Context: an optimization exercise on an open-source flow, tuned for small area. The choices shown serve that exercise and are no tape-out recipe.
In this exercise RTL edits were held to simulation tests only and were not proved equivalent to the original.

==> v14 <==
// NEO
module NEO (Enable, Load, clk, rst, Full, Data_out, Data_in, write_en);
  input Enable, Load, clk, Full, rst;
  input signed [15:0] Data_in;
  output signed [31:0] Data_out;
  output write_en;
  reg state;
  wire start = state & ~Full;
  assign write_en = start & Load;
  always @(posedge clk or posedge rst)
    if (rst) state <= 1'b0;
    else if (state) state <= ~Full;
    else state <= Enable;
  reg signed [15:0] PP, Prev, Current, Ahead;
  wire [31:0] psi;
  always @(posedge clk)
    if (rst) begin
      PP <= 0; Prev <= 0; Current <= 0; Ahead <= 0;
    end else if (start) begin
      PP <= Prev; Prev <= Current; Current <= Ahead; Ahead <= Data_in;
    end
  assign Data_out = psi;
  wire n0 = Prev[1] & ~Prev[0];
  wire n1 = Prev[2] ^ Prev[1];
  wire n2 = (Prev[3] & ~Prev[2] & ~Prev[1]) | (~Prev[3] & Prev[2] & Prev[1]);
  wire n3 = ~(~Prev[3] & (Prev[2] | Prev[1]));
  wire n4 = ~(Prev[0] ^ n3);
  wire n5 = ~(Prev[1] ^ n3);
  wire n6 = ~n3;
  wire n7 = Prev[4] ^ Prev[3];
  wire n8 = (Prev[5] & ~Prev[4] & ~Prev[3]) | (~Prev[5] & Prev[4] & Prev[3]);
  wire n9 = ~(~Prev[5] & (Prev[4] | Prev[3]));
  wire n10 = ~(Prev[0] ^ n9);
  wire n11 = ~(Prev[1] ^ n9);
  wire n12 = ~(Prev[2] ^ n9);
  wire n13 = ~(Prev[3] ^ n9);
  wire n14 = ~n9;
  wire n15 = Prev[6] ^ Prev[5];
  wire n16 = (Prev[7] & ~Prev[6] & ~Prev[5]) | (~Prev[7] & Prev[6] & Prev[5]);
  wire n17 = ~(~Prev[7] & (Prev[6] | Prev[5]));
  wire n18 = ~(Prev[0] ^ n17);
  wire n19 = ~(Prev[1] ^ n17);
  wire n20 = ~(Prev[2] ^ n17);
  wire n21 = ~(Prev[3] ^ n17);
  wire n22 = ~(Prev[4] ^ n17);
  wire n23 = ~(Prev[5] ^ n17);
  wire n24 = ~n17;
  wire n25 = Prev[8] ^ Prev[7];
  wire n26 = (Prev[9] & ~Prev[8] & ~Prev[7]) | (~Prev[9] & Prev[8] & Prev[7]);
  wire n27 = ~(~Prev[9] & (Prev[8] | Prev[7]));
  wire n28 = ~(Prev[0] ^ n27);
  wire n29 = ~(Prev[1] ^ n27);
  wire n30 = ~(Prev[2] ^ n27);
  wire n31 = ~(Prev[3] ^ n27);
  wire n32 = ~(Prev[4] ^ n27);
  wire n33 = ~(Prev[5] ^ n27);
  wire n34 = ~(Prev[6] ^ n27);
  wire n35 = ~(Prev[7] ^ n27);
  wire n36 = ~n27;
  wire n37 = Prev[10] ^ Prev[9];
  ...
==> flow/config.mk <==
export PLATFORM = sky130hd
export DESIGN_NAME = NEO
export DESIGN_NICKNAME = NEO
export VERILOG_FILES = /design/flow/design.v
export SDC_FILE = /design/flow/constraint.sdc
export NUM_CORES = 4
export LEC_CHECK = 0
export CAP_MARGIN = 20
export CORE_MARGIN = 2
export CORE_UTILIZATION = 40
export SLEW_MARGIN = 20
export SYNTH_HIERARCHICAL = 1
==> flow/constraint.sdc <==
create_clock -name core_clock -period 9.0 [get_ports {clk}]
set_input_delay 1.8000 -clock core_clock [delete_from_list [all_inputs] [get_ports {clk}]]
set_output_delay 1.8000 -clock core_clock [all_outputs]
set_load 0.01 [all_outputs]
standard.sh (not shown) runs the stock make flow with config.mk's settings and CLKGATE_MAP_FILE= SYNTH_SCRIPT=/design/flow/synth_recipe.tcl, a recipe that flattens the netlist after the stock synthesis.
==> flow/flow/run.sh <==
#!/bin/bash
# Own layout flow: the standard ORFS flow (standard.sh, unchanged
# synthesis), with these changes to the layout steps:
#  - port buffers use the smallest buffer cell (every port still gets one);
#  - ABC's buffers are removed at floorplan and global placement is not
#    timing driven (no gain-based rebuffering; timing repair still runs);
#  - clock tree built from small clock buffers, without dummy loads.
# Each step's output goes to its own log here; ORFS's own logs are under orfs/logs.
set -euo pipefail
export BUFFER_PORTS_ARGS="-buffer_cell sky130_fd_sc_hd__buf_1"
export REMOVE_ABC_BUFFERS=1
export GPL_TIMING_DRIVEN=0
export SKIP_INCREMENTAL_REPAIR=1
export SKIP_CTS_REPAIR_TIMING=1
export CTS_ARGS="-sink_clustering_enable -repair_clock_nets -dont_use_dummy_load -buf_list sky130_fd_sc_hd__clkbuf_4 -root_buf sky130_fd_sc_hd__clkbuf_8"
bash standard.sh synth > synth.log 2>&1
bash standard.sh finish > layout.log 2>&1
==> v23 (differences from v14) <==
--- a/flow/flow/run.sh
+++ b/flow/flow/run.sh
@@ -13,3 +13,3 @@
 export SKIP_INCREMENTAL_REPAIR=1
-export SKIP_CTS_REPAIR_TIMING=1
+export SETUP_SLACK_MARGIN=0.1
 export CTS_ARGS="-sink_clustering_enable -repair_clock_nets -dont_use_dummy_load -buf_list sky130_fd_sc_hd__clkbuf_4 -root_buf sky130_fd_sc_hd__clkbuf_8"
==> summary of the runs <==
v14 completed and failed the layout checks on setup timing. v23 produced a clean layout. In clock skew, v23 and v14 hardly differ. Against v14, the utilization of v23 is higher by 0.18 points. In sequential share of layout area, v14 and v23 hardly differ. In die area, v23 and v14 do not differ. Between v23 and v14, the lower first-iteration DRC count is in v14 (gap 8.7%, measured against v14). Of v14 and v23, v23 has the higher non-clock buffer count (gap 1). Between v14 and v23, the lower maximum frequency is in v14 (gap about 10%, measured against v23).

port drivers added, routing unchanged:
How much do the figures lean on ideal ports? The routed layouts below were timed once more, with nothing changed but the port constraints. Step 1, drivers: a clkbuf_16 drives clk and a buf_2 each remaining input, both assumed. Step 2 times the ports against the registers' clock, not the clock port: input delays grow and output delays shrink by t, the midpoint of the rising clock arrivals with the driver on. a / b / c = ideal / step 1 / step 2; a / b = the first two.
run	t, ns	setup slack, ns	latest minus earliest clock arrival (ns)
v14	0.367	-0.719 / -0.753 / -0.385	0.023 / 0.023
v23	0.369	0.211 / 0.178 / 0.547	0.025 / 0.026
